This is an optimization exercise on Yosys and OpenROAD, whose aim is small area, not a production implementation.
Function was checked by simulation only, so behaviour that the tests miss may differ from the original.
Power figures rest on the tool's default switching activity, not on a simulated workload.

==> flow/design.v <==
module classifier_top (
  input  wire clk,
  input  wire rst_n,
  input  wire signed [3:0]  x_int4,
  input  wire signed [7:0]  w_int8,
  input  wire new_feat,
  input  wire new_class,
  input  wire [2:0] class_id,
  output reg  signed [19:0] acc20,
  output reg  signed [19:0] max_score,
  output reg  [2:0] max_class
);
  wire en = new_feat & ~new_class;
  wire [3:0] xg = x_int4 & {4{en}};
  wire [19:0] ag = acc20 & {20{~new_class}};
  wire [19:0] sum;
  wire one1 = xg[0] ^ 1'b0;
  wire two2 = (xg[1] & ~xg[0] & ~1'b0) | (~xg[1] & xg[0] & 1'b0);
  wire pp3 = ((one1 & w_int8[0]) | (two2 & 1'b0)) ^ xg[1];
  wire pp4 = ((one1 & w_int8[1]) | (two2 & w_int8[0])) ^ xg[1];
  wire pp5 = ((one1 & w_int8[2]) | (two2 & w_int8[1])) ^ xg[1];
  wire pp6 = ((one1 & w_int8[3]) | (two2 & w_int8[2])) ^ xg[1];
  wire pp7 = ((one1 & w_int8[4]) | (two2 & w_int8[3])) ^ xg[1];
  wire pp8 = ((one1 & w_int8[5]) | (two2 & w_int8[4])) ^ xg[1];
  wire pp9 = ((one1 & w_int8[6]) | (two2 & w_int8[5])) ^ xg[1];
  wire pp10 = ((one1 & w_int8[7]) | (two2 & w_int8[6])) ^ xg[1];
  wire pp11 = ((one1 & w_int8[7]) | (two2 & w_int8[7])) ^ xg[1];
  wire pp12 = ~pp11;
  wire one13 = xg[2] ^ xg[1];
  wire two14 = (xg[3] & ~xg[2] & ~xg[1]) | (~xg[3] & xg[2] & xg[1]);
  wire pp15 = ((one13 & w_int8[0]) | (two14 & 1'b0)) ^ xg[3];
  wire pp16 = ((one13 & w_int8[1]) | (two14 & w_int8[0])) ^ xg[3];
  wire pp17 = ((one13 & w_int8[2]) | (two14 & w_int8[1])) ^ xg[3];
  wire pp18 = ((one13 & w_int8[3]) | (two14 & w_int8[2])) ^ xg[3];
  wire pp19 = ((one13 & w_int8[4]) | (two14 & w_int8[3])) ^ xg[3];
  wire pp20 = ((one13 & w_int8[5]) | (two14 & w_int8[4])) ^ xg[3];
  wire pp21 = ((one13 & w_int8[6]) | (two14 & w_int8[5])) ^ xg[3];
  wire pp22 = ((one13 & w_int8[7]) | (two14 & w_int8[6])) ^ xg[3];
  wire pp23 = ((one13 & w_int8[7]) | (two14 & w_int8[7])) ^ xg[3];
  wire pp24 = ~pp23;
  wire s25 = ag[0] ^ xg[1] ^ pp3;
  wire c26 = (ag[0] & xg[1]) | (ag[0] & pp3) | (xg[1] & pp3);
  wire s27 = ag[1] ^ pp4 ^ c26;
  wire c28 = (ag[1] & pp4) | (ag[1] & c26) | (pp4 & c26);
  wire s29 = ag[2] ^ xg[3] ^ pp5;
  wire c30 = (ag[2] & xg[3]) | (ag[2] & pp5) | (xg[3] & pp5);
  wire s31 = pp15 ^ s29 ^ c28;
  wire c32 = (pp15 & s29) | (pp15 & c28) | (s29 & c28);
  wire s33 = ag[3] ^ pp6 ^ pp16;
  wire c34 = (ag[3] & pp6) | (ag[3] & pp16) | (pp6 & pp16);
  wire s35 = c30 ^ s33 ^ c32;
  wire c36 = (c30 & s33) | (c30 & c32) | (s33 & c32);
  wire s37 = ag[4] ^ pp7 ^ pp17;
  wire c38 = (ag[4] & pp7) | (ag[4] & pp17) | (pp7 & pp17);
  wire s39 = c34 ^ s37 ^ c36;
  wire c40 = (c34 & s37) | (c34 & c36) | (s37 & c36);
  wire s41 = ag[5] ^ pp8 ^ pp18;
  wire c42 = (ag[5] & pp8) | (ag[5] & pp18) | (pp8 & pp18);
  wire s43 = c38 ^ s41 ^ c40;
  wire c44 = (c38 & s41) | (c38 & c40) | (s41 & c40);
  wire s45 = ag[6] ^ pp9 ^ pp19;
  wire c46 = (ag[6] & pp9) | (ag[6] & pp19) | (pp9 & pp19);
  wire s47 = c42 ^ s45 ^ c44;
  wire c48 = (c42 & s45) | (c42 & c44) | (s45 & c44);
  wire s49 = ag[7] ^ pp10 ^ pp20;
  wire c50 = (ag[7] & pp10) | (ag[7] & pp20) | (pp10 & pp20);
  wire s51 = c46 ^ s49 ^ c48;
  wire c52 = (c46 & s49) | (c46 & c48) | (s49 & c48);
  wire s53 = 1'b1 ^ ag[8] ^ pp12;
  wire c54 = (1'b1 & ag[8]) | (1'b1 & pp12) | (ag[8] & pp12);
  wire s55 = pp21 ^ c50 ^ s53;
  wire c56 = (pp21 & c50) | (pp21 & s53) | (c50 & s53);
  wire s57 = s55 ^ c52;
  wire c58 = s55 & c52;
  wire s59 = 1'b1 ^ ag[9] ^ pp22;
  wire c60 = (1'b1 & ag[9]) | (1'b1 & pp22) | (ag[9] & pp22);
  wire s61 = c54 ^ s59 ^ c56;
  wire c62 = (c54 & s59) | (c54 & c56) | (s59 & c56);
  wire s63 = s61 ^ c58;
  wire c64 = s61 & c58;
  wire s65 = ag[10] ^ pp24 ^ c60;
  wire c66 = (ag[10] & pp24) | (ag[10] & c60) | (pp24 & c60);
  wire s67 = s65 ^ c62 ^ c64;
  wire c68 = (s65 & c62) | (s65 & c64) | (c62 & c64);
  wire s69 = 1'b1 ^ ag[11] ^ c66;
  wire c70 = (1'b1 & ag[11]) | (1'b1 & c66) | (ag[11] & c66);
  wire s71 = s69 ^ c68;
  wire c72 = s69 & c68;
  wire inc73 = c70 & c72;
  wire dec74 = ~(c70 | c72);
  wire n75 = ag[12] ^ (inc73 | dec74);
  wire n76 = ag[13] ^ ((inc73 & ag[12]) | (dec74 & ~ag[12]));
  wire all177 = ag[12] & ag[13];
  wire all078 = ~ag[12] & ~ag[13];
  wire n79 = ag[14] ^ ((inc73 & all177) | (dec74 & all078));
  wire all180 = all177 & ag[14];
  wire all081 = all078 & ~ag[14];
  wire n82 = ag[15] ^ ((inc73 & all180) | (dec74 & all081));
  wire all183 = all180 & ag[15];
  wire all084 = all081 & ~ag[15];
  wire n85 = ag[16] ^ ((inc73 & all183) | (dec74 & all084));
  wire all186 = all183 & ag[16];
  wire all087 = all084 & ~ag[16];
  wire n88 = ag[17] ^ ((inc73 & all186) | (dec74 & all087));
  wire all189 = all186 & ag[17];
  wire all090 = all087 & ~ag[17];
  wire n91 = ag[18] ^ ((inc73 & all189) | (dec74 & all090));
  wire all192 = all189 & ag[18];
  wire all093 = all090 & ~ag[18];
  wire n94 = ag[19] ^ ((inc73 & all192) | (dec74 & all093));
  wire all195 = all192 & ag[19];
  wire all096 = all093 & ~ag[19];
  assign sum[0] = s25;
  assign sum[1] = s27;
  assign sum[2] = s31;
  assign sum[3] = s35;
  assign sum[4] = s39;
  assign sum[5] = s43;
  assign sum[6] = s47;
  assign sum[7] = s51;
  assign sum[8] = s57;
  assign sum[9] = s63;
  assign sum[10] = s67;
  assign sum[11] = s71;
  assign sum[12] = n75;
  assign sum[13] = n76;
  assign sum[14] = n79;
  assign sum[15] = n82;
  assign sum[16] = n85;
  assign sum[17] = n88;
  assign sum[18] = n91;
  assign sum[19] = n94;
  wire [20:0] g;
  assign g[0] = 1'b0;
  genvar k;
  generate
    for (k = 0; k < 19; k = k + 1) begin : cmp
      assign g[k+1] = (acc20[k] & ~max_score[k]) | ((acc20[k] | ~max_score[k]) & g[k]);
    end
  endgenerate
  assign g[20] = (~acc20[19] & max_score[19]) | ((~acc20[19] | max_score[19]) & g[19]);
  wire upd = new_class & g[20];
  always @(posedge clk or negedge rst_n) begin
    if (!rst_n) begin
      acc20     <= 20'd0;
      max_score <= 20'd0;
      max_class <= 3'd0;
    end else begin
      acc20 <= sum;
      if (upd) begin
        max_score <= acc20;
        max_class <= class_id;
      end
    end
  end
endmodule
==> flow/flow/run.sh <==
#!/bin/bash
# Standard ORFS layout (the standard.sh, unchanged synthesis), with the port buffers
# that buffer_ports inserts made sky130_fd_sc_hd__buf_1 instead of the default choice.
set -euo pipefail
export BUFFER_PORTS_ARGS="-buffer_cell sky130_fd_sc_hd__buf_1"
bash standard.sh finish > standard_flow.log 2>&1
==> flow/standard.sh <==
#!/bin/bash
# synth_recipe.tcl (not shown) runs the flow's synth.tcl, then flattens the netlist and writes it again
# the make line also repeats each setting of config.mk as NAME=value (left out here)
make -C /OpenROAD-flow-scripts/flow DESIGN_CONFIG=/design/flow/config.mk WORK_HOME=/design/flow/orfs CLKGATE_MAP_FILE= SYNTH_SCRIPT=/design/flow/synth_recipe.tcl "${@:-finish}"
==> flow/config.mk <==
export PLATFORM = sky130hd
export DESIGN_NAME = classifier_top
export DESIGN_NICKNAME = classifier_top
export VERILOG_FILES = /design/flow/design.v
export SDC_FILE = /design/flow/constraint.sdc
export NUM_CORES = 4
export LEC_CHECK = 0
export ABC_AREA = 1
export CAP_MARGIN = 20
export CORE_MARGIN = 2
export CORE_UTILIZATION = 40
export GPL_TIMING_DRIVEN = 0
export SLEW_MARGIN = 20
==> flow/constraint.sdc <==
create_clock -name core_clock -period 6.5 [get_ports {clk}]
set_input_delay 1.3000 -clock core_clock [delete_from_list [all_inputs] [get_ports {clk}]]
set_output_delay 1.3000 -clock core_clock [all_outputs]
set_load 0.01 [all_outputs]
==> flow_results.xml, run 1 <==
<?xml version="1.0" encoding="UTF-8"?>
<metrics>
  <group name="outcome">
    <metric name="outcome" unit="">timing/DRC/antenna clean</metric>
  </group>
  <group name="power">
    <metric name="post-layout-total-power" unit="uW">1498</metric>
    <metric name="clkPwrFrac" unit="">0.143</metric>
    <metric name="p_sw_frac" unit="">0.4512</metric>
    <metric name="p_sw" unit="uW">675.7</metric>
    <metric name="power.ir.vdd_worst" unit="mV">0.1364</metric>
    <metric name="p_comb_frac" unit="">0.520</metric>
    <metric name="power.share.sequential" unit="">0.336</metric>
    <metric name="cell_internal_pwr" unit="uW">822.0</metric>
    <metric name="static-leakage-power" unit="uW">0.001843</metric>
    <metric name="cellPowerDensity" unit="nW/um^2">415.7</metric>
  </group>
  <group name="detailed_routing">
    <metric name="routed-via-count" unit="">2513</metric>
    <metric name="route.detailed.vias_per_inst" unit="">4.662</metric>
    <metric name="first_pass_iters" unit="">4</metric>
    <metric name="wire_per_inst" unit="um">12.40</metric>
    <metric name="route.detailed.drc" unit="">0</metric>
    <metric name="ant_nets" unit="">0</metric>
    <metric name="drt_iter0_markers" unit="">94</metric>
    <metric name="routed_wl" unit="mm">6.685</metric>
  </group>
  <group name="floorplan">
    <metric name="initial_core_util" unit="">0.4088</metric>
    <metric name="die_width" unit="um">89.87</metric>
    <metric name="die_h" unit="um">89.87</metric>
    <metric name="floorplan.die_area" unit="um^2">8076</metric>
    <metric name="fp.coreArea" unit="um^2">7214</metric>
    <metric name="boundaryPins" unit="">62</metric>
    <metric name="num_rows" unit="">31</metric>
  </group>
  <group name="clock_tree">
    <metric name="cts.htree.levels" unit="">2</metric>
    <metric name="clk_path_buf_depth" unit="">2</metric>
    <metric name="clkSlewWorstSetupHoldPaths" unit="ps">80</metric>
    <metric name="tritoncts" unit="">yes</metric>
    <metric name="cts-hold-fix-buffers" unit="">0</metric>
    <metric name="cts-buffers-inserted" unit="">5</metric>
    <metric name="cts.root.buffer_cell" unit="">sky130_fd_sc_hd__clkbuf_8</metric>
    <metric name="clock-sinks" unit="">43</metric>
    <metric name="insertion_delay" unit="ps">300</metric>
  </group>
  <group name="timing">
    <metric name="finalCriticalPeriod" unit="ps">6279</metric>
    <metric name="slew_headroom" unit="">0.6368</metric>
    <metric name="finalWorstSetupSlack" unit="ps">220.9</metric>
    <metric name="slew_viol_final" unit="">0</metric>
    <metric name="finalClockSkew" unit="ps">3.924</metric>
    <metric name="rsz0062_at_grt" unit="">false</metric>
    <metric name="setup_viol" unit="">0</metric>
    <metric name="fmax" unit="GHz">0.1593</metric>
    <metric name="fin_worst_hold_slack" unit="ps">496.4</metric>
    <metric name="min_period_over_period" unit="">0.9660</metric>
    <metric name="worst_pin_slew" unit="ps">544.8</metric>
    <metric name="finalHoldViolations" unit="">0</metric>
  </group>
  <group name="placement">
    <metric name="placedCellCount" unit="">526</metric>
    <metric name="post-dp-hpwl" unit="mm">5.105</metric>
    <metric name="place_ws" unit="ps">-290.9</metric>
    <metric name="place.port_buffers" unit="">60</metric>
    <metric name="place.gp.congestion" unit="">0.8203</metric>
  </group>
  <group name="yosys">
    <metric name="synth_nets" unit="">410</metric>
    <metric name="ys_top_cells_by_area" unit="">sky130_fd_sc_hd__dfrtp_1 (36%), sky130_fd_sc_hd__nand2_1 (12%), sky130_fd_sc_hd__fa_1 (12%)</metric>
    <metric name="synth_top_area_frac" unit="">0.3649</metric>
    <metric name="post_synthesis_cells" unit="">366</metric>
    <metric name="synth_cell_type_count" unit="">31</metric>
    <metric name="yosys.area.top_type" unit="">sky130_fd_sc_hd__dfrtp_1</metric>
    <metric name="postSynthAreaPerCell" unit="um^2">8.058</metric>
    <metric name="synthesized_flop_and_latch_total" unit="">43</metric>
    <metric name="synth_cell_area" unit="um^2">2949</metric>
    <metric name="ys_warn_count" unit="">1</metric>
    <metric name="ys_seq_area_frac" unit="">0.3649</metric>
  </group>
  <group name="critical_path">
    <metric name="setup.worst_path.class" unit="">in -&gt; reg</metric>
    <metric name="critical-path-top-cell-by-count" unit="">sky130_fd_sc_hd__fa_2</metric>
    <metric name="worst_path_largest_cell_delay" unit="ps">540</metric>
    <metric name="required_time_worst_endpoint" unit="ps">6680</metric>
    <metric name="setup_crit_end_kind" unit="">register</metric>
    <metric name="worstRegToRegCells" unit="">23</metric>
    <metric name="path_max_fanout" unit="">7</metric>
    <metric name="cp_data_arrival_time" unit="ps">6460</metric>
    <metric name="critical-path-slowest-cell" unit="">sky130_fd_sc_hd__fa_1</metric>
    <metric name="cp-start-kind" unit="">primary input</metric>
  </group>
  <group name="layout">
    <metric name="area_growth_syn_to_layout" unit="%">22.19</metric>
    <metric name="final-instance-count-excl-fill" unit="">539</metric>
    <metric name="fillers" unit="">739</metric>
    <metric name="finish.net_count" unit="">483</metric>
    <metric name="antenna_cells_inserted" unit="">0</metric>
    <metric name="layout_cell_share_with_drive_strength_beyond_1" unit="">0.1205</metric>
  </group>
  <group name="worst_hold_path">
    <metric name="hold_class" unit="">reg -&gt; reg</metric>
    <metric name="whs_path_depth" unit="">2</metric>
  </group>
  <group name="global_route">
    <metric name="grt_pass1_vias" unit="">2487</metric>
    <metric name="pin_count_of_the_biggest_net_entering_global_routing" unit="">32</metric>
    <metric name="initial_antenna_violation_count" unit="">0</metric>
    <metric name="global_route.usage.total" unit="">0.1781</metric>
    <metric name="total_grt_overflow" unit="">0</metric>
    <metric name="grt_pass1_wl" unit="mm">11.69</metric>
  </group>
  <group name="flow_run">
    <metric name="max_cap_viol_count" unit="">0</metric>
  </group>
</metrics>
## through the flow
stage | utilization | setup TNS (ps) | cell area, um^2
after global routing | 0.4995 | 0 | 3603
after floorplan | - | 0 | 3055
after detailed placement | 0.4749 | -1620 | 3426
final | 0.4995 | 0 | 3603
after CTS | 0.4912 | 0 | 3543
after global placement | 0.4719 | -1456 | 3405
## logic make-up (layout without fill, tap and decap cells)
| group | after synthesis | in the layout | synth area share |
|---|---|---|---|
| simple gates | 153 | 153 | 0.2164 |
| buf+inv | 79 | 153 | 0.1078 |
| flops | 43 | 43 | 0.3649 |
| compound gates | 40 | 40 | 0.08401 |
| fa+ha+maj | 25 | 25 | 0.1493 |
| xor+xnor | 25 | 25 | 0.07425 |
| mux | 1 | 1 | 0.003394 |
## critical path, delay by kind of cell
family | cells | cell delay [ps]
xor gates and xnor gates | 2 | 250
buffers and inverters | 7 | 540
adders and majority gates | 12 | 3560
and+or+nand+nor | 6 | 580
AOI/OAI and AO/OA | 2 | 210
## power by group through the flow
stage	registers, uW	clock network (uW)	logic [uW]
after floorplan	539	0	519
after global placement	507	0	762
after detailed placement	509	0	785
after CTS	504	223	786
after global routing	522	234	913
final	504	214	779
## layout make-up
cell class | instances | area, um^2 | area share
Buffer | 10 | 75.07 | 0.02083
Sequential cell | 43 | 1076 | 0.2986
Clock inverter | 2 | 35.03 | 0.009722
Tap cell | 99 | 123.9 | 0.03438
Inverter | 69 | 271.5 | 0.07535
Timing Repair Buffer | 66 | 285.3 | 0.07917
Clock buffer | 6 | 82.58 | 0.02292
Multi-Input combinational cell | 244 | 1654 | 0.4590
## state kept, by name (all words and copies together) (netlist names)
signal     flops
max_score     20
acc20         20
max_class      3
## final timing paths
path / from / endpoint / slack, ps
max: new_class / acc20[19]$_DFF_PN0_ / 220
min in group asynchronous: rst_n / acc20[0]$_DFF_PN0_ / 890
min: acc20[17]$_DFF_PN0_ / max_score[17]$_DFFE_PN0P_ / 500
max reg2reg: acc20[0]$_DFF_PN0_ / acc20[19]$_DFF_PN0_ / 1450
max in group asynchronous: rst_n / acc20[19]$_DFF_PN0_ / 5140
min reg2reg: acc20[17]$_DFF_PN0_ / max_score[17]$_DFFE_PN0P_ / 500
## timing repair
action / CTS / global route
endpoints found under the setup margin: 0 / 8
buffers inserted: 0 / 5
resized for setup: 0 / 8
hold endpoints to repair: 0 / 0
## per-layer routing
| layer | global-route usage | vias up | routed length (um) |
|---|---|---|---|
| met1 | 0.2418 | 1173 | 3239 |
| met4 | 0.05128 | 0 | 87 |
| met2 | 0.2967 | 49 | 3140 |
| li1 | - | 1282 | - |
| met3 | 0.02850 | 9 | 217 |
| met5 | 0 | - | 0 |
## cells in the mapped netlist
cell	n
sky130_fd_sc_hd__o21ai_1	2
sky130_fd_sc_hd__a31oi_1	1
sky130_fd_sc_hd__xnor2_1	8
sky130_fd_sc_hd__nand2_4	2
sky130_fd_sc_hd__o21ai_0	10
sky130_fd_sc_hd__nand2_2	1
sky130_fd_sc_hd__nand2_1	97
sky130_fd_sc_hd__a21oi_1	1
sky130_fd_sc_hd__o21a_1	1
sky130_fd_sc_hd__fa_1	17
sky130_fd_sc_hd__a221oi_1	1
sky130_fd_sc_hd__nand4_1	1
sky130_fd_sc_hd__inv_1	67
sky130_fd_sc_hd__dfrtp_1	43
sky130_fd_sc_hd__mux2i_1	1
sky130_fd_sc_hd__inv_2	1
sky130_fd_sc_hd__nand3_1	24
sky130_fd_sc_hd__o21bai_1	1
sky130_fd_sc_hd__a22o_1	3
sky130_fd_sc_hd__buf_6	2
sky130_fd_sc_hd__ha_1	8
sky130_fd_sc_hd__o31ai_1	1
sky130_fd_sc_hd__xor2_1	17
sky130_fd_sc_hd__o22ai_1	19
sky130_fd_sc_hd__nor3_1	2
sky130_fd_sc_hd__buf_2	5
sky130_fd_sc_hd__nor2_1	22
sky130_fd_sc_hd__clkbuf_1	3
sky130_fd_sc_hd__or2_2	3
sky130_fd_sc_hd__clkinv_1	1
sky130_fd_sc_hd__nor3b_1	1
## layout by cell type (no fill, tap or decap), types with 3 or more instances in the layout
| cell | n |
|---|---|
| sky130_fd_sc_hd__a22o_1 | 3 |
| sky130_fd_sc_hd__or2_2 | 3 |
| sky130_fd_sc_hd__nand2_1 | 94 |
| sky130_fd_sc_hd__clkbuf_8 | 6 |
| sky130_fd_sc_hd__nand3_1 | 24 |
| sky130_fd_sc_hd__xnor2_1 | 8 |
| sky130_fd_sc_hd__dfrtp_1 | 43 |
| sky130_fd_sc_hd__clkbuf_1 | 3 |
| sky130_fd_sc_hd__o21ai_1 | 3 |
| sky130_fd_sc_hd__buf_6 | 3 |
| sky130_fd_sc_hd__inv_1 | 64 |
| sky130_fd_sc_hd__inv_2 | 4 |
| sky130_fd_sc_hd__buf_2 | 4 |
| sky130_fd_sc_hd__xor2_1 | 17 |
| sky130_fd_sc_hd__fa_2 | 7 |
| sky130_fd_sc_hd__o22ai_1 | 18 |
| sky130_fd_sc_hd__buf_1 | 58 |
| sky130_fd_sc_hd__fa_1 | 10 |
| sky130_fd_sc_hd__nor2_1 | 21 |
| sky130_fd_sc_hd__ha_1 | 4 |
| sky130_fd_sc_hd__ha_2 | 3 |
| sky130_fd_sc_hd__o21ai_0 | 9 |
| sky130_fd_sc_hd__nand2_4 | 5 |
| sky130_fd_sc_hd__buf_4 | 5 |
==> inputs of run 2 (changes only) <==
==> flow/flow/run.sh (replaced) <==
#!/bin/bash
# Standard ORFS layout (the standard.sh, unchanged synthesis), with the port buffers
# that buffer_ports inserts made sky130_fd_sc_hd__buf_1 instead of the default choice, and
# ORFS's power recovery (downsizing gates off the critical paths) after global routing.
set -euo pipefail
export BUFFER_PORTS_ARGS="-buffer_cell sky130_fd_sc_hd__buf_1"
export RECOVER_POWER=100
bash standard.sh finish > standard_flow.log 2>&1
==> flow_results.xml, run 2 <==
<?xml version="1.0" encoding="UTF-8"?>
<metrics>
  <group name="outcome">
    <metric name="outcome" unit="">failed layout checks</metric>
    <metric name="violatedChecks" unit="">capacitance limit, slew limit</metric>
  </group>
  <group name="floorplan">
    <metric name="die_width" unit="um">89.87</metric>
    <metric name="initial_core_util" unit="">0.4088</metric>
    <metric name="fp.coreArea" unit="um^2">7214</metric>
    <metric name="floorplan.die_area" unit="um^2">8076</metric>
    <metric name="die_h" unit="um">89.87</metric>
    <metric name="boundaryPins" unit="">62</metric>
    <metric name="num_rows" unit="">31</metric>
  </group>
  <group name="yosys">
    <metric name="synth_top_area_frac" unit="">0.3649</metric>
    <metric name="yosys.area.top_type" unit="">sky130_fd_sc_hd__dfrtp_1</metric>
    <metric name="synthesized_flop_and_latch_total" unit="">43</metric>
    <metric name="ys_warn_count" unit="">1</metric>
    <metric name="synth.cells.most_frequent" unit="">sky130_fd_sc_hd__nand2_1 (97), sky130_fd_sc_hd__inv_1 (67), sky130_fd_sc_hd__dfrtp_1 (43), sky130_fd_sc_hd__nand3_1 (24), sky130_fd_sc_hd__nor2_1 (22)</metric>
    <metric name="postSynthAreaPerCell" unit="um^2">8.058</metric>
    <metric name="ys_top_cells_by_area" unit="">sky130_fd_sc_hd__dfrtp_1 (36%), sky130_fd_sc_hd__nand2_1 (12%), sky130_fd_sc_hd__fa_1 (12%)</metric>
    <metric name="post_synthesis_cells" unit="">366</metric>
    <metric name="synth_edf_count" unit="">0</metric>
    <metric name="synth_cell_type_count" unit="">31</metric>
    <metric name="synth_async_sr_flop_share" unit="">1.000</metric>
    <metric name="synth_nets" unit="">410</metric>
    <metric name="synth_cell_area" unit="um^2">2949</metric>
    <metric name="ys_seq_area_frac" unit="">0.3649</metric>
    <metric name="synthMostInstantiatedCell" unit="">sky130_fd_sc_hd__nand2_1</metric>
    <metric name="ys.flop_type" unit="">sky130_fd_sc_hd__dfrtp_1</metric>
  </group>
  <group name="placement">
    <metric name="place.port_buffers" unit="">60</metric>
    <metric name="post-dp-hpwl" unit="mm">5.105</metric>
    <metric name="place.gp.congestion" unit="">0.8203</metric>
    <metric name="place_ws" unit="ps">-290.9</metric>
  </group>
  <group name="clock_tree">
    <metric name="cts.root.buffer_cell" unit="">sky130_fd_sc_hd__clkbuf_8</metric>
    <metric name="clk_path_buf_depth" unit="">2</metric>
    <metric name="tritoncts" unit="">yes</metric>
    <metric name="clkSlewWorstSetupHoldPaths" unit="ps">80</metric>
    <metric name="cts.htree.levels" unit="">2</metric>
    <metric name="clock-sinks" unit="">43</metric>
    <metric name="cts-buffers-inserted" unit="">5</metric>
    <metric name="insertion_delay" unit="ps">300</metric>
  </group>
  <group name="critical_path">
    <metric name="setup_crit_end_kind" unit="">register</metric>
    <metric name="worstRegToRegCells" unit="">22</metric>
    <metric name="path_max_fanout" unit="">7</metric>
    <metric name="regToRegStartpoint" unit="">acc20[0]$_DFF_PN0_</metric>
    <metric name="cp_data_arrival_time" unit="ps">6440</metric>
    <metric name="cp-start-kind" unit="">primary input</metric>
    <metric name="required_time_worst_endpoint" unit="ps">6680</metric>
    <metric name="r2r_setup_slack" unit="ps">1470</metric>
    <metric name="setup.worst_path.class" unit="">in -&gt; reg</metric>
    <metric name="critical_path.reg2reg.endpoint" unit="">acc20[17]$_DFF_PN0_</metric>
  </group>
  <group name="timing">
    <metric name="worst_pin_slew" unit="ps">1674</metric>
    <metric name="finalCriticalPeriod" unit="ps">6258</metric>
    <metric name="finalHoldViolations" unit="">0</metric>
    <metric name="fmax" unit="GHz">0.1598</metric>
    <metric name="rsz0062_at_grt" unit="">false</metric>
    <metric name="finalClockSkew" unit="ps">2.633</metric>
    <metric name="finalWorstSetupSlack" unit="ps">241.9</metric>
    <metric name="slew_viol_final" unit="">32</metric>
    <metric name="setup_viol" unit="">0</metric>
    <metric name="slew_headroom" unit="">-0.1158</metric>
    <metric name="min_period_over_period" unit="">0.9628</metric>
  </group>
  <group name="layout">
    <metric name="highest_count_cells_in_the_layout_ignoring_fill_and_taps" unit="">sky130_fd_sc_hd__nand2_1 (96), sky130_fd_sc_hd__inv_1 (64), sky130_fd_sc_hd__buf_1 (58)</metric>
    <metric name="area_growth_syn_to_layout" unit="%">20.62</metric>
    <metric name="area_taken_by_multi_input_logic_gates" unit="um^2">1634</metric>
    <metric name="layout_cell_share_with_drive_strength_beyond_1" unit="">0.1023</metric>
    <metric name="most_common_cell_after_layout_fill_and_taps_aside" unit="">sky130_fd_sc_hd__nand2_1</metric>
    <metric name="fillers" unit="">747</metric>
    <metric name="finish.net_count" unit="">483</metric>
    <metric name="ff_latch_area" unit="um^2">1076</metric>
    <metric name="top_regs" unit="">acc20 x20, max_score x20, max_class x3</metric>
    <metric name="antenna_cells_inserted" unit="">0</metric>
  </group>
  <group name="power">
    <metric name="clkPwrFrac" unit="">0.146</metric>
    <metric name="p_sw_frac" unit="">0.4524</metric>
    <metric name="cellPowerDensity" unit="nW/um^2">415.2</metric>
    <metric name="p_sw" unit="uW">668.3</metric>
    <metric name="p_comb_frac" unit="">0.513</metric>
    <metric name="static-leakage-power" unit="uW">0.001821</metric>
    <metric name="post-layout-total-power" unit="uW">1477</metric>
    <metric name="power.share.sequential" unit="">0.341</metric>
    <metric name="power.ir.vdd_worst" unit="mV">0.1374</metric>
    <metric name="cell_internal_pwr" unit="uW">808.8</metric>
  </group>
  <group name="global_route">
    <metric name="global_route.usage.total" unit="">0.1781</metric>
    <metric name="initial_antenna_violation_count" unit="">0</metric>
    <metric name="total_grt_overflow" unit="">0</metric>
    <metric name="pin_count_of_the_biggest_net_entering_global_routing" unit="">32</metric>
    <metric name="grt_pass1_vias" unit="">2487</metric>
    <metric name="grt_pass1_wl" unit="mm">11.69</metric>
  </group>
  <group name="detailed_routing">
    <metric name="routed_wl" unit="mm">6.664</metric>
    <metric name="first_pass_iters" unit="">4</metric>
    <metric name="route.detailed.vias_per_inst" unit="">4.620</metric>
    <metric name="wire_per_inst" unit="um">12.36</metric>
    <metric name="drt_iter0_markers" unit="">90</metric>
    <metric name="route.detailed.drc" unit="">0</metric>
    <metric name="routed-via-count" unit="">2490</metric>
    <metric name="ant_nets" unit="">0</metric>
  </group>
  <group name="worst_hold_path">
    <metric name="whs_path_depth" unit="">2</metric>
    <metric name="hold-path-endpoint" unit="">max_score[17]$_DFFE_PN0P_</metric>
    <metric name="hold_class" unit="">reg -&gt; reg</metric>
    <metric name="holdCritStartpoint" unit="">acc20[17]$_DFF_PN0_</metric>
  </group>
  <group name="flow_run">
    <metric name="max_cap_viol_count" unit="">1</metric>
  </group>
</metrics>
## run 2: logic make-up after synthesis
group,count (synthesis),share of synthesized area
simple gates,153,0.2164
buf+inv,79,0.1078
flops,43,0.3649
compound gates,40,0.08401
xor+xnor,25,0.07425
fa+ha+maj,25,0.1493
mux,1,0.003394
## run 2: final cells by class
type	instances	share of cell area
buffer	10	0.01864
inverter	69	0.07633
clock buffer	6	0.02321
timing repair buffer	66	0.07527
tap	99	0.03482
clock inverter	2	0.009849
sequential	43	0.3025
multi-input combinational	244	0.4594
## run 2: per-layer routing
| layer | GRT usage | up-vias | part of all wire |
|---|---|---|---|
| met1 | 0.2418 | 1157 | 0.49 |
| li1 | - | 1283 | - |
| met5 | 0 | - | 0 |
| met2 | 0.2967 | 43 | 0.47 |
| met4 | 0.05128 | 0 | 0.013 |
| met3 | 0.02850 | 7 | 0.031 |
## run 2: per-stage QoR
step / area [um^2] / TNS, ps / utilization / hold WS [ps] / std cells
final: 3557 / 0 / 0.4931 / 496.4 / 539
after floorplan: 3055 / 0 / - / 522.7 / 366
after detailed placement: 3426 / -1620 / 0.4749 / 483.2 / 526
after global routing: 3557 / 0 / 0.4931 / 536.1 / 539
after global placement: 3405 / -1456 / 0.4719 / 485.0 / 525
after CTS: 3543 / 0 / 0.4912 / 502.4 / 534
## run 2: power groups by stage
stage	Combinational (uW)	Clock [uW]	Sequential [uW]
final	758	215	504
after detailed placement	785	0	509
after CTS	786	223	504
after floorplan	519	0	539
after global routing	891	234	522
after global placement	762	0	507
## run 2: how the worst max path moves through the flow
| stage | start | endpoint | slack, ps | depth (start not counted) |
|---|---|---|---|---|
| 3_3_place_gp | new_class | acc20[17]$_DFF_PN0_ | -260 | 27 |
| 5_1_grt | new_class | acc20[19]$_DFF_PN0_ | 20 | 29 |
| 4_1_cts | new_class | acc20[16]$_DFF_PN0_ | 20 | 27 |
| 2_1_floorplan | new_class | acc20[17]$_DFF_PN0_ | 5 | 28 |
| 6_report | new_class | acc20[17]$_DFF_PN0_ | 240 | 28 |
| 3_5_place_dp | new_class | acc20[16]$_DFF_PN0_ | -290 | 27 |
## run 2: timing repair
item	4_1_cts	5_1_grt
resized for setup	0	8
hold endpoints to repair	0	0
hold buffers	0	0
setup endpoints to repair	0	8
buffers inserted	0	5
## run 2: worst max-delay path: stages
cell	delay [ps]
sky130_fd_sc_hd__buf_6	130
sky130_fd_sc_hd__clkinv_8	60
sky130_fd_sc_hd__nand2_4	50
sky130_fd_sc_hd__nor2_4	140
sky130_fd_sc_hd__buf_8	130
sky130_fd_sc_hd__nand2_4	70
sky130_fd_sc_hd__o22ai_2	130
sky130_fd_sc_hd__xor2_1	110
sky130_fd_sc_hd__fa_1	540
sky130_fd_sc_hd__inv_1	50
sky130_fd_sc_hd__fa_2	340
sky130_fd_sc_hd__fa_2	390
sky130_fd_sc_hd__fa_2	340
sky130_fd_sc_hd__fa_2	350
sky130_fd_sc_hd__fa_2	360
sky130_fd_sc_hd__fa_2	360
sky130_fd_sc_hd__ha_4	160
sky130_fd_sc_hd__ha_2	180
sky130_fd_sc_hd__inv_2	50
sky130_fd_sc_hd__fa_1	160
sky130_fd_sc_hd__inv_1	40
sky130_fd_sc_hd__ha_2	180
sky130_fd_sc_hd__ha_1	180
sky130_fd_sc_hd__inv_1	70
sky130_fd_sc_hd__nor3_1	70
sky130_fd_sc_hd__nor3b_2	170
sky130_fd_sc_hd__o21bai_1	160
sky130_fd_sc_hd__xor2_1	140
==> inputs of run 3 (changes only) <==
==> flow/run.sh (new file) <==
#!/bin/bash
# synth_recipe.tcl (not shown) runs the flow's synth.tcl, then flattens the netlist and writes it again
# the make line also repeats each setting of config.mk as NAME=value (left out here)
make -C /OpenROAD-flow-scripts/flow DESIGN_CONFIG=/design/flow/config.mk WORK_HOME=/design/flow/orfs CLKGATE_MAP_FILE= SYNTH_SCRIPT=/design/flow/synth_recipe.tcl finish
--- a/flow/config.mk
+++ b/flow/config.mk
@@ -11,3 +11,2 @@
 export CORE_UTILIZATION = 40
-export GPL_TIMING_DRIVEN = 0
 export SLEW_MARGIN = 20
removed: flow/flow/run.sh
removed: flow/standard.sh
==> flow_results.xml, run 3 <==
<?xml version="1.0" encoding="UTF-8"?>
<metrics>
  <group name="critical_path">
    <metric name="regToRegStartpoint" unit="">acc20[0]$_DFF_PN0_</metric>
    <metric name="startpoint" unit="">x_int4[2]</metric>
    <metric name="cp_data_arrival_time" unit="ps">6520</metric>
    <metric name="critPathBufInv" unit="">4</metric>
    <metric name="crit_end" unit="">acc20[19]$_DFF_PN0_</metric>
    <metric name="worstRegToRegCells" unit="">23</metric>
    <metric name="critPathTopFamily" unit="">adder cells</metric>
    <metric name="path_max_fanout" unit="">2</metric>
    <metric name="required_time_worst_endpoint" unit="ps">6680</metric>
    <metric name="critical-path-top-cell-by-count" unit="">sky130_fd_sc_hd__fa_2</metric>
    <metric name="setup.worst_path.class" unit="">in -&gt; reg</metric>
    <metric name="r2r_setup_slack" unit="ps">1460</metric>
    <metric name="setup_crit_end_kind" unit="">register</metric>
    <metric name="critical_path_depth" unit="">26</metric>
    <metric name="critical_path.reg2reg.endpoint" unit="">acc20[19]$_DFF_PN0_</metric>
    <metric name="worst_path_largest_cell_delay" unit="ps">490</metric>
    <metric name="cp-start-kind" unit="">primary input</metric>
    <metric name="critical-path-slowest-cell" unit="">sky130_fd_sc_hd__clkdlybuf4s50_1</metric>
  </group>
  <group name="clock_tree">
    <metric name="insertion_delay" unit="ps">290</metric>
    <metric name="cts.root.buffer_cell" unit="">sky130_fd_sc_hd__clkbuf_8</metric>
    <metric name="clk_path_buf_depth" unit="">2</metric>
    <metric name="clock-sinks" unit="">43</metric>
    <metric name="clkSlewWorstSetupHoldPaths" unit="ps">80</metric>
    <metric name="cts-buffers-inserted" unit="">5</metric>
    <metric name="tritoncts" unit="">yes</metric>
    <metric name="cts-hold-fix-buffers" unit="">0</metric>
    <metric name="cts.htree.levels" unit="">2</metric>
  </group>
  <group name="layout">
    <metric name="highest_count_cells_in_the_layout_ignoring_fill_and_taps" unit="">sky130_fd_sc_hd__nand2_1 (94), sky130_fd_sc_hd__inv_1 (63), sky130_fd_sc_hd__clkdlybuf4s50_1 (56)</metric>
    <metric name="top_regs" unit="">acc20 x20, max_score x20, max_class x3</metric>
    <metric name="layout_cell_share_with_drive_strength_beyond_1" unit="">0.1560</metric>
    <metric name="area_growth_syn_to_layout" unit="%">37.84</metric>
    <metric name="finish.net_count" unit="">498</metric>
    <metric name="antenna_cells_inserted" unit="">0</metric>
    <metric name="most_common_cell_after_layout_fill_and_taps_aside" unit="">sky130_fd_sc_hd__nand2_1</metric>
  </group>
  <group name="global_route">
    <metric name="total_grt_overflow" unit="">0</metric>
    <metric name="grt_pass1_vias" unit="">2541</metric>
    <metric name="grt_use_met1" unit="">0.2540</metric>
    <metric name="pin_count_of_the_biggest_net_entering_global_routing" unit="">44</metric>
    <metric name="gr-max-usage-layer" unit="">met2</metric>
    <metric name="initial_antenna_violation_count" unit="">0</metric>
    <metric name="global_route.usage.total" unit="">0.1811</metric>
    <metric name="grt_pass1_wl" unit="mm">12.00</metric>
    <metric name="gr-usage-met3" unit="">0.02850</metric>
    <metric name="grt_use_met2" unit="">0.2986</metric>
  </group>
  <group name="yosys">
    <metric name="synth_nets" unit="">410</metric>
    <metric name="synthesized_flop_and_latch_total" unit="">43</metric>
    <metric name="synth_cell_type_count" unit="">31</metric>
    <metric name="synthMostInstantiatedCell" unit="">sky130_fd_sc_hd__nand2_1</metric>
    <metric name="ys_top_cells_by_area" unit="">sky130_fd_sc_hd__dfrtp_1 (36%), sky130_fd_sc_hd__nand2_1 (12%), sky130_fd_sc_hd__fa_1 (12%)</metric>
    <metric name="synth_edf_count" unit="">0</metric>
    <metric name="yosys.area.top_type" unit="">sky130_fd_sc_hd__dfrtp_1</metric>
    <metric name="post_synthesis_cells" unit="">366</metric>
    <metric name="ys_seq_area_frac" unit="">0.3649</metric>
    <metric name="synth_cell_area" unit="um^2">2949</metric>
    <metric name="postSynthAreaPerCell" unit="um^2">8.058</metric>
    <metric name="ys_warn_count" unit="">1</metric>
    <metric name="synth.cells.most_frequent" unit="">sky130_fd_sc_hd__nand2_1 (97), sky130_fd_sc_hd__inv_1 (67), sky130_fd_sc_hd__dfrtp_1 (43), sky130_fd_sc_hd__nand3_1 (24), sky130_fd_sc_hd__nor2_1 (22)</metric>
    <metric name="synth_top_area_frac" unit="">0.3649</metric>
    <metric name="ys.flop_type" unit="">sky130_fd_sc_hd__dfrtp_1</metric>
    <metric name="synth_async_sr_flop_share" unit="">1.000</metric>
  </group>
  <group name="power">
    <metric name="p_comb_frac" unit="">0.573</metric>
    <metric name="post-layout-total-power" unit="uW">1621</metric>
    <metric name="p_sw_frac" unit="">0.4183</metric>
    <metric name="static-leakage-power" unit="uW">0.002077</metric>
    <metric name="power.ir.vdd_worst" unit="mV">0.1480</metric>
    <metric name="clkPwrFrac" unit="">0.115</metric>
    <metric name="cell_internal_pwr" unit="uW">942.8</metric>
    <metric name="cellPowerDensity" unit="nW/um^2">398.7</metric>
    <metric name="power.share.sequential" unit="">0.312</metric>
    <metric name="p_sw" unit="uW">677.9</metric>
  </group>
  <group name="floorplan">
    <metric name="die_width" unit="um">89.87</metric>
    <metric name="die_h" unit="um">89.87</metric>
    <metric name="initial_core_util" unit="">0.4088</metric>
    <metric name="fp.coreArea" unit="um^2">7214</metric>
    <metric name="floorplan.die_area" unit="um^2">8076</metric>
    <metric name="boundaryPins" unit="">62</metric>
    <metric name="num_rows" unit="">31</metric>
  </group>
  <group name="timing">
    <metric name="setup_viol" unit="">0</metric>
    <metric name="slew_headroom" unit="">0.6281</metric>
    <metric name="finalClockSkew" unit="ps">3.652</metric>
    <metric name="slew_viol_final" unit="">0</metric>
    <metric name="timing.setup.tns" unit="ps">0</metric>
    <metric name="min_period_over_period" unit="">0.9755</metric>
    <metric name="worst_pin_slew" unit="ps">557.9</metric>
    <metric name="fmax" unit="GHz">0.1577</metric>
    <metric name="finalWorstSetupSlack" unit="ps">159.4</metric>
    <metric name="finalCriticalPeriod" unit="ps">6341</metric>
    <metric name="finalHoldViolations" unit="">0</metric>
  </group>
  <group name="detailed_routing">
    <metric name="first_pass_iters" unit="">4</metric>
    <metric name="ant_nets" unit="">0</metric>
    <metric name="wire_per_inst" unit="um">12.47</metric>
    <metric name="route.detailed.drc" unit="">0</metric>
    <metric name="route.detailed.vias_per_inst" unit="">4.597</metric>
    <metric name="drt_iter0_markers" unit="">117</metric>
    <metric name="routed_wl" unit="mm">6.907</metric>
    <metric name="routed-via-count" unit="">2547</metric>
  </group>
  <group name="placement">
    <metric name="place.port_buffers" unit="">61</metric>
    <metric name="place_ws" unit="ps">-641.2</metric>
    <metric name="post-dp-hpwl" unit="mm">5.269</metric>
    <metric name="place.gp.congestion" unit="">0.8506</metric>
  </group>
  <group name="flow_run">
    <metric name="max_cap_viol_count" unit="">0</metric>
  </group>
  <group name="worst_hold_path">
    <metric name="hold_class" unit="">reg -&gt; reg</metric>
  </group>
  <group name="outcome">
    <metric name="outcome" unit="">timing/DRC/antenna clean</metric>
  </group>
</metrics>
## run 3: power groups by stage
stage / registers (uW) / clock network, uW / logic, uW
final: 506 / 186 / 929
after global routing: 526 / 203 / 1060
after CTS: 509 / 192 / 944
after detailed placement: 514 / 0 / 939
after global placement: 510 / 0 / 921
after floorplan: 539 / 0 / 519
## run 3: per-stage QoR
step                instances  instance area, um^2    util  hold WS (ps)
finish                    554                 4065  0.5635         503.5
CTS                       552                 4024  0.5578         506.9
global placement          543                 3916  0.5428         486.5
detailed placement        543                 3916  0.5428         491.0
floorplan                 366                 3055       -         522.7
global route              554                 4065  0.5635         537.2
## run 3: area by class of cell
cell class                      instances  area [um^2]
Clock buffer                            8        100.1
Fill cell                             684         3149
Inverter                               69        271.5
Multi-Input combinational cell        244         1657
Sequential cell                        43         1076
Tap cell                               99        123.9
Timing Repair Buffer                   91        837.1
## run 3: routing by layer
layer	share of wire	wire length [um]	vias up
met4	0.0096	66	0
met1	0.49	3402	1197
met2	0.47	3238	34
met5	0	0	-
li1	-	-	1311
met3	0.029	199	5
## run 3: cells by family after synthesis
logic type | share of synthesized area
multiplexers | 0.003394
AND/OR/NAND/NOR | 0.2164
AO/OA/AOI/OAI | 0.08401
flip-flops | 0.3649
buffers and inverters | 0.1078
adder cells (fa/ha/maj) | 0.1493
XOR/XNOR | 0.07425
## run 3: worst min path at each step
| stage | to | slack [ps] | startpoint | cells after the start |
|---|---|---|---|---|
| after global routing | max_score[14]$_DFFE_PN0P_ | 540 | acc20[14]$_DFF_PN0_ | 2 |
| after global placement | max_score[14]$_DFFE_PN0P_ | 490 | acc20[14]$_DFF_PN0_ | 2 |
| after detailed placement | max_score[18]$_DFFE_PN0P_ | 490 | acc20[18]$_DFF_PN0_ | 2 |
| final | max_score[18]$_DFFE_PN0P_ | 500 | acc20[18]$_DFF_PN0_ | 2 |
| after floorplan | max_score[10]$_DFFE_PN0P_ | 520 | acc20[10]$_DFF_PN0_ | 2 |
| after CTS | max_score[18]$_DFFE_PN0P_ | 510 | acc20[18]$_DFF_PN0_ | 2 |
## run 3: worst reg2reg max path, cell delays in order (launching register included)
cell	delay, ps
sky130_fd_sc_hd__dfrtp_1	410
sky130_fd_sc_hd__inv_1	100
sky130_fd_sc_hd__nor2_1	60
sky130_fd_sc_hd__o21a_1	190
sky130_fd_sc_hd__fa_1	380
sky130_fd_sc_hd__fa_2	360
sky130_fd_sc_hd__fa_2	390
sky130_fd_sc_hd__fa_2	350
sky130_fd_sc_hd__fa_2	370
sky130_fd_sc_hd__fa_2	350
sky130_fd_sc_hd__fa_2	380
sky130_fd_sc_hd__ha_4	170
sky130_fd_sc_hd__ha_2	170
sky130_fd_sc_hd__inv_2	60
sky130_fd_sc_hd__fa_2	180
sky130_fd_sc_hd__inv_1	40
sky130_fd_sc_hd__ha_2	180
sky130_fd_sc_hd__ha_1	190
sky130_fd_sc_hd__inv_1	60
sky130_fd_sc_hd__nor3_1	60
sky130_fd_sc_hd__nor3b_2	160
sky130_fd_sc_hd__nand2_1	90
sky130_fd_sc_hd__o22ai_1	80
sky130_fd_sc_hd__xor2_1	140
## run 3: timing repair
action                                  CTS  global route
endpoints found under the setup margin    7             7
cloned                                    0             0
pin swaps                                 4            15
buffers inserted                          1             2
resized for setup                         5            11

## re-timing with driven ports
The flow's constraints put no driver on any port. The routed layouts listed below were extracted and timed again, unchanged, in two steps.
Step 1 assumes that a clkbuf_16 drives the clock port and a buf_2 every other input.
Step 2, shift: input delay + t, output delay - t, t = (earliest + latest rising clock arrival at the registers) / 2. This alone moves slack from input paths to output paths.
a / b / c = ideal ports / drivers / drivers and shift; a / b = the first two.
run | t (ns) | setup WS [ns] | hold slack, ns | worst setup path at the end
run 1 | 0.324 | 0.221 / 0.211 / -0.112 | 0.496 / 0.496 / 0.496 | input to register
run 2 | 0.324 | 0.242 / 0.232 / -0.092 | 0.496 / 0.496 / 0.496 | input to register
run 3 | 0.317 | 0.159 / 0.164 / -0.153 | 0.503 / 0.503 / 0.503 | input to register
For run 2, which loses most, drivers alone change the setup slack by -0.010 ns; drivers and shift together by -0.334 ns.
